Source: an optimization exercise on an open RTL-to-GDS flow (aim: small area and a short achievable clock period). Production flows keep margins and buffers that such runs may drop.
No functional check of the RTL was part of this run.
No activity file was given, so power comes from the tool's default toggle rates.

[flow/design.v]
module processor (clk, reset, imem_addr, imem_data, dmem_addr, dmem_wdata, dmem_we, dmem_re, dmem_rdata);
	input clk, reset;
	output [9:0] imem_addr;
	input [31:0] imem_data;
	output [9:0] dmem_addr;
	output [31:0] dmem_wdata;
	output dmem_we, dmem_re;
	input [31:0] dmem_rdata;
	wire [31:0] I = imem_data;
	reg [31:0] pc_p;	 
	reg [11:0] pc_t;	 
	reg        pc_tk;	 
	wire [31:0] pc = pc_tk ? {20'd0, pc_t} : pc_p;
	reg [31:0] rf [0:15];
	reg        ex_ld, ex_st, ex_wr, ex_fw, ex_jal;
	reg [5:0]  ex_op;
	reg        ex_add, ex_ykeep, ex_yinv, ex_cin;
	reg [31:0] ex_a, ex_b;
	reg [3:0]  ex_dst;
	reg        wb_wr, wb_fw, wb_jal;
	reg [31:0] wb_val, wb_pc;
	reg [3:0]  wb_dst;
	reg [1:0]  fl_q;	 
	reg        f0_q, f5_q;
	wire [1:0] cls = I[31:30];
	wire [2:0] jk = I[22:20];
	wire is_alu = (cls == 2'b00);
	wire is_lit = (cls == 2'b01);
	wire is_mem = (cls == 2'b10);
	wire is_jmp = (cls == 2'b11);
	wire is_st  = is_mem & I[8];
	wire is_ld  = is_mem & ~I[8];
	wire is_jal = is_jmp & (jk == 3'b011);
	reg [3:0] ra_idx;
	always @(*) begin
		case (cls)
			2'b00: ra_idx = I[7:4];
			2'b01: ra_idx = I[19:16];
			2'b10: ra_idx = I[8] ? I[7:4] : I[3:0];
			default: ra_idx = I[15:12];
		endcase
	end
	wire [3:0] rb_idx = I[3:0];
	reg [3:0] dst;
	always @(*) begin
		case (cls)
			2'b00: dst = I[11:8];
			2'b01: dst = I[19:16];
			2'b10: dst = I[7:4];
			default: dst = 4'b1111;
		endcase
	end
	reg [5:0] op;
	always @(*) begin
		case (cls)
			2'b00: op = I[17:12];
			2'b01: op = (jk == 3'b000) ? 6'b100000 : {5'b01111, I[21]};
			default: op = 6'b100000;
		endcase
	end
	wire d_add   = (op == 6'd0) | (op == 6'd2) | (op == 6'd3) | (op == 6'd4) | (op == 6'd5) | (op == 6'd6);
	wire d_ykeep = (op == 6'd0) | (op == 6'd2) | (op == 6'd4) | (op == 6'd5);
	wire d_yinv  = (op == 6'd4) | (op == 6'd5) | (op == 6'd6);
	wire d_cin   = (op == 6'd2) | (op == 6'd3) | (op == 6'd4);
	wire fw = (cls == 2'b00) | (cls == 2'b01) | (I[31:8] == 24'h800000) | (I[31:20] == 12'hC03);
	wire wr = is_alu | is_lit | is_ld | is_jal;
	wire [31:0] ra_raw = rf[ra_idx];
	wire [31:0] rb_raw = rf[rb_idx];
	wire [31:0] ex_res;
	wire [31:0] pc1 = pc + 32'd1;
	reg [31:0] a_in, b_in;
	always @(*) begin
		if (is_jal)
			a_in = pc1;
		else if (ex_fw && ex_dst == ra_idx)
			a_in = ex_res;
		else if (wb_fw && wb_dst == ra_idx)
			a_in = wb_val;
		else
			a_in = ra_raw;
		if (is_lit)
			b_in = {{16{I[15]}}, I[15:0]};
		else if (ex_fw && ex_dst == rb_idx)
			b_in = ex_res;
		else if (wb_fw && wb_dst == rb_idx)
			b_in = wb_val;
		else
			b_in = rb_raw;
	end
	wire [31:0] A = ex_a, B = ex_b;
	wire [31:0] Y = (B & {32{ex_ykeep}}) ^ {32{ex_yinv}};
	wire [31:0] S = A + Y + {31'd0, ex_cin};
	wire o_shl = (ex_op == 6'd13) | (ex_op == 6'd28);
	wire o_shr = (ex_op == 6'd14) | (ex_op == 6'd29);
	wire o_lch = (ex_op == 6'd31);
	reg [3:0] t_lo, t_hi;
	reg one;
	always @(*) begin
		one = 1'b0;
		case (ex_op)
			6'd9, 6'd17: t_lo = 4'b1100;
			6'd16: begin t_lo = 4'b0000; one = 1'b1; end
			6'd18: t_lo = 4'b0011;
			6'd19: t_lo = 4'b1000;
			6'd20: t_lo = 4'b0010;
			6'd21: t_lo = 4'b0111;
			6'd22: t_lo = 4'b1110;
			6'd23: t_lo = 4'b1011;
			6'd24: t_lo = 4'b0001;
			6'd25: t_lo = 4'b0110;
			6'd26, 6'd27: t_lo = 4'b1001;
			6'd30: t_lo = 4'b1010;
			6'd31: t_lo = 4'b1100;
			6'd32: t_lo = 4'b1010;
			default: t_lo = 4'b0000;
		endcase
		t_hi = (ex_op == 6'd30) ? 4'b1100 : t_lo;
	end
	reg [31:0] L;
	integer i;
	always @(*) begin
		for (i = 0; i < 32; i = i + 1) begin
			if (o_shl)
				L[i] = (i == 0) ? 1'b0 : A[i - 1];
			else if (o_shr)
				L[i] = (i == 31) ? (A[31] & (ex_op == 6'd14)) : A[i + 1];
			else if (o_lch && i >= 16)
				L[i] = B[i - 16];
			else if (i >= 16)
				L[i] = B[i] ? (A[i] ? t_hi[3] : t_hi[1]) : (A[i] ? t_hi[2] : t_hi[0]);
			else
				L[i] = (B[i] ? (A[i] ? t_lo[3] : t_lo[1]) : (A[i] ? t_lo[2] : t_lo[0])) | ((i == 0) & one);
		end
	end
	wire [31:0] R = ex_add ? S : L;
	wire [31:0] K = {A[30:0] | Y[30:0], ex_cin};
	wire Z_add = ((A ^ Y) ^ K) == 32'd0;
	wire Z = ex_add ? Z_add : (L == 32'd0);
	wire N = R[31];
	wire hold = (ex_op == 6'd9) | (ex_op == 6'd30) | (ex_op == 6'd31) | (ex_op == 6'd32);
	wire ovf = (A[31] == Y[31]) & (R[31] != A[31]);
	wire f0_new = (ex_add & ovf) |
	              ((ex_op == 6'd5) & (A == 32'd0) & (B == 32'h80000000)) |
	              ((ex_op == 6'd13) & (A[31] ^ A[30]));
	wire f5_new = (ex_add & (ex_op != 6'd6) & (A[31] != Y[31]) & ~R[31]) |
	              ((ex_op == 6'd6) & Z_add) |
	              ((ex_op == 6'd28) & A[31]);
	wire [1:0] fl = hold ? fl_q : {N, Z};
	wire f0 = hold ? f0_q : f0_new;
	wire f5 = hold ? f5_q : f5_new;
	wire [5:0] flags = {f5, ~fl[0], fl[0] ^ fl[1], fl[1] & ~fl[0], fl[0] & ~fl[1], f0};
	assign ex_res = ex_ld ? dmem_rdata : R;
	reg cond;
	always @(*) begin
		case (I[19:16])
			4'd1: cond = flags[0];
			4'd2: cond = flags[1];
			4'd3: cond = flags[2];
			4'd4: cond = flags[3];
			4'd5: cond = flags[4];
			4'd6: cond = flags[5];
			default: cond = ~I[20];
		endcase
	end
	wire taken = cond ~^ I[20];
	wire [31:0] target = {20'd0, I[11:0]};
	wire jreg = is_jmp & (jk == 3'b011 || jk == 3'b100);
	wire tk_next = is_jmp & (jk == 3'b000 || (jk != 3'b011 && jk != 3'b100 && taken));
	always @(posedge clk) begin
		if (reset) begin
			pc_p <= 32'd0;
			pc_tk <= 1'b0;
			ex_ld <= 1'b0;
			ex_st <= 1'b0;
			ex_op <= 6'b100000;
			ex_add <= 1'b0;
			ex_ykeep <= 1'b0;
			ex_yinv <= 1'b0;
			ex_cin <= 1'b0;
			ex_wr <= 1'b0;
			ex_jal <= 1'b0;
			ex_fw <= 1'b0;
			wb_wr <= 1'b0;
			wb_jal <= 1'b0;
			wb_fw <= 1'b0;
			fl_q <= 2'b11;
			f0_q <= 1'b0;
			f5_q <= 1'b0;
		end else begin
			pc_p <= jreg ? ra_raw : pc1;
			pc_tk <= tk_next;
			ex_ld <= is_mem;
			ex_st <= is_st;
			ex_op <= op;
			ex_add <= d_add;
			ex_ykeep <= d_ykeep;
			ex_yinv <= d_yinv;
			ex_cin <= d_cin;
			ex_wr <= wr;
			ex_jal <= is_jal;
			ex_fw <= fw;
			wb_wr <= ex_wr;
			wb_jal <= ex_jal;
			wb_fw <= ex_fw;
			fl_q <= fl;
			f0_q <= f0;
			f5_q <= f5;
		end
		ex_a <= a_in;
		pc_t <= I[11:0];
		ex_b <= b_in;
		ex_dst <= dst;
		wb_val <= ex_res;
		wb_pc <= ex_a;
		wb_dst <= ex_dst;
		if (wb_wr)
			rf[wb_dst] <= wb_jal ? wb_pc : wb_val;
	end
	assign imem_addr = pc[9:0];
	assign dmem_addr = ex_a[9:0];
	assign dmem_wdata = ex_b;
	assign dmem_we = ex_st;
	assign dmem_re = ex_ld;
endmodule
[flow/config.mk]
export PLATFORM = sky130hd
export DESIGN_NAME = processor
export DESIGN_NICKNAME = processor
export VERILOG_FILES = /design/flow/design.v
export SDC_FILE = /design/flow/constraint.sdc
export NUM_CORES = 4
export LEC_CHECK = 0
export CAP_MARGIN = 20
export CORE_MARGIN = 2
export CORE_UTILIZATION = 40
export SLEW_MARGIN = 20
[flow/run.sh]
#!/bin/bash
# synth_recipe.tcl (not shown) runs the flow's synth.tcl, then flattens the netlist and writes it again
# the make line also repeats each setting of config.mk as NAME=value (left out here)
make -C /OpenROAD-flow-scripts/flow DESIGN_CONFIG=/design/flow/config.mk WORK_HOME=/design/flow/orfs CLKGATE_MAP_FILE= SYNTH_SCRIPT=/design/flow/synth_recipe.tcl finish
[flow/constraint.sdc]
create_clock -name core_clock -period 8.5 [get_ports {clk}]
set_input_delay 1.7000 -clock core_clock [delete_from_list [all_inputs] [get_ports {clk}]]
set_output_delay 1.7000 -clock core_clock [all_outputs]
set_load 0.01 [all_outputs]
==> notes.md <==
-- per-stage QoR --
stage / total power, mW / area (sq um) / setup slack, ns
final: 9.50 / 43600 / 2.57
after floorplan: 5.54 / 39000 / 3.89
after CTS: 9.49 / 43600 / 2.86
after global placement: 6.37 / 41400 / 2.31
after global routing: 9.81 / 43600 / 2.42
after detailed placement: 6.37 / 41400 / 2.22
-- flip-flops by register name, indices dropped and copies added, names as in the netlist, 2 cells and up --
| register | cells |
|---|---|
| ex_a | 32 |
| ex_op | 6 |
| wb_pc | 32 |
| wb_val | 32 |
| fl_q | 2 |
| rf | 512 |
| pc_t | 12 |
| ex_b | 32 |
| ex_dst | 4 |
| t_lo | 4 |
| wb_dst | 4 |
| pc_p | 32 |
-- where the power goes --
| part | internal, mW | leakage, nW | switching [mW] | total (mW) |
|---|---|---|---|---|
| clock network | 1.79 | 1.11 | 1.35 | 3.13 |
| registers | 4.08 | 6.41 | 0.279 | 4.36 |
| logic | 0.716 | 7.64 | 1.29 | 2.01 |
-- metal layers --
metal	GRT usage	wire length (um)	up-vias
met5	0	13	-
met4	0.119	6370	2
met3	0.0347	11800	350
met2	0.422	62600	1679
met1	0.360	54300	15300
li1	-	-	13300
-- cell type report --
class | instances | share of cell area
clock buffer | 99 | 0.0462
inverter | 95 | 0.00817
clock inverter | 27 | 0.00591
tap | 1276 | 0.0366
multi-input combinational | 2384 | 0.415
timing repair buffer | 191 | 0.0404
sequential | 720 | 0.448
-- cell families (layout without fill, tap and decap cells) --
family / after synthesis / in the layout / share of synthesized area
multiplexers: 300 / 300 / 0.135
adder cells (fa/ha/maj): 71 / 71 / 0.0231
AO/OA/AOI/OAI: 861 / 861 / 0.148
flip-flops: 720 / 720 / 0.501
AND/OR/NAND/NOR: 1029 / 1029 / 0.124
XOR/XNOR: 123 / 123 / 0.0276
buffers and inverters: 408 / 412 / 0.0408
-- synthesized netlist by cell type, types with 16 or more instances --
library cell  instances  share of area
o22ai_1              17         0.0027
xnor2_1              67          0.015
nor4_1               34         0.0054
nand4_1              22         0.0035
nand2_1             454          0.044
mux4_2              176           0.10
nor2_1              177          0.017
and3_1              142          0.023
dfxtp_1             208           0.11
a311oi_1             64          0.014
mux2i_1              64          0.016
buf_1                46         0.0044
nor3_1               35         0.0045
nand2b_1             20         0.0032
clkbuf_1            247          0.024
a31oi_1              83          0.013
a21oi_1             153          0.020
a21o_1               58          0.011
a211oi_1            177          0.034
nor2b_1              19         0.0030
o21ai_0             153          0.020
o221ai_1             16         0.0036
edfxtp_1            512           0.39
mux2_2               60          0.017
o211ai_1             40         0.0077
xor2_1               56          0.013
nand3_1              59         0.0076
inv_1                94         0.0090
ha_1                 69          0.022
-- path summary, 6_finish.rpt --
check                 start   endpoint  slack (ns)
setup reg to reg   ex_op[1]      pc_tk        2.57
hold reg to reg   ex_dst[1]  wb_dst[1]        0.41
hold / removal    ex_dst[1]  wb_dst[1]        0.41
setup / recovery   ex_op[1]      pc_tk        2.57
==> results_dict.tcl <==
set metrics [dict create \
    finClkSkew_ns 0.0223 \
    syn_nets 3649 \
    hold_depth 0 \
    synth_ff_type "edfxtp_1" \
    grt_util_all_layers 0.264 \
    start_util 0.404 \
    detailed_place_hpwl_um 85200 \
    worstPathArrival_ns 6.45 \
    place.gp.congestion 0.963 \
    mappedNetlistArea_sq_um 39000 \
    status "finished clean" \
    synthCells 3512 \
    synth-seq-cells 720 \
    tightest_slew_ns 1.16 \
    criticalPathCategory "reg -> reg" \
    maxCapViolations 0 \
    crit_buf_inv 0 \
    drive_above_1_share 0.133 \
    cp_slowest_cell "dfxtp_1" \
    cts.sinks 720 \
    cp_top_family "simple AND/OR/NAND/NOR gates" \
    die_h_um 316 \
    wirelength_um 135000 \
    ir_worst_vdd_mv 0.124 \
    via_per_inst 6.38 \
    firstDrtPassIters 6 \
    grt_overflow_total 0 \
    grt_pass1_wl_um 196000 \
    vias 30600 \
    seq_area_frac_synth 0.501 \
    cts.clk_slew.worst_paths_ns 0.06 \
    report.final.slew_viol_count 0 \
    ctsResizeCount 0 \
    finalCoreUtilization 0.451 \
    multi_input_area_sq_um 18100 \
    leakagePower_nw 15.2 \
    wl_per_cell_um 28.2 \
    holdBufCountCts 0 \
    rsz0062_at_grt "no" \
    htreeDepth 3 \
    crit_path_max_incr_delay_ns 0.89 \
    tns_ns 0 \
    rows 114 \
    grt_pass1_vias 28600 \
    n_antenna_cell 0 \
    worstPathCellList "nor2b_1 > nand2_1 > a21oi_1 > nor4_1 > nor3_1 > nand4_1 > nor4_2 > nor2_1 > ha_1 > mux2_2 > a31oi_1 > o31ai_1 > o21a_1 > a211o_1" \
    synth_warnings 17 \
    final_cell_mix "edfxtp_1, nand2_1, dfxtp_1" \
    dieWidth_um 316 \
    antenna_left 0 \
    seq_area_sq_um 19500 \
    initialDrtViolationCount 3802 \
    placed_cells 4666 \
    core_area_sq_um 96700 \
    numCtsBuffers 73 \
    hold_viol_final 0 \
    async_reset_ff_frac 0 \
    hold_class "reg -> reg" \
    end_kind "flip-flop" \
    power_density_nw_per_um2 218 \
    drc_errors 0 \
    grt_antenna_before_repair 1 \
    critPathLaunchType "flip-flop" \
    reg2regPathDepth 14 \
    clk_latency_ns 0.63 \
    cts_tree "yes" \
    clk_path_buf_depth 3 \
    final_cells 4792 \
    fmax_ghz 0.169 \
    crit_required_ns 9.02 \
    cts_setup_buffers 0 \
    synth.avg_cell_area_sq_um 11.1 \
    min_period_over_period 0.697 \
    fin_nets 3602 \
    dieArea_sq_um 100000 \
    final_common_cell "edfxtp_1" \
    area_growth_pct 11.8 \
    numPortBuffers 119 \
    nFillCells 8856 \
    synth.distinct_cells 83 \
    path_depth 14 \
    relSlewSlack 0.220 \
    critPathMaxFanout 27 \
    fin_crit_ns 5.93 \
    synth_enable_flop_cells 512 \
    clock-root-buffer "clkbuf_16" \
    finalSetupViolations 0 \
    grt_max_degree 131 \
    holdWs_ns 0.407 \
    ios 120 \
]

## what the ideal ports hide
The results above use ideal ports. As a check the final layout listed here was re-extracted and re-timed, cells and wires unchanged. Step 1 sets driving cells, clkbuf_16 on the clock port and buf_2 on the other inputs (assumed; they add their load-dependent delay and slew). Step 2 times the ports against the registers' clock, not the clock port: input delays grow and output delays shrink by t, the midpoint of the rising clock arrivals with the driver on. Three values: ideal, step 1, step 2; two values: the first two.
shift t [ns]: 0.689
setup WS [ns]: 2.572 / 2.572 / 2.024
worst register clock-pin slew, ns: 0.07 / 0.07
After both steps this run still meets setup and hold. The setup slack of this run moves by 0.000 ns with the drivers and by -0.548 ns with both steps.
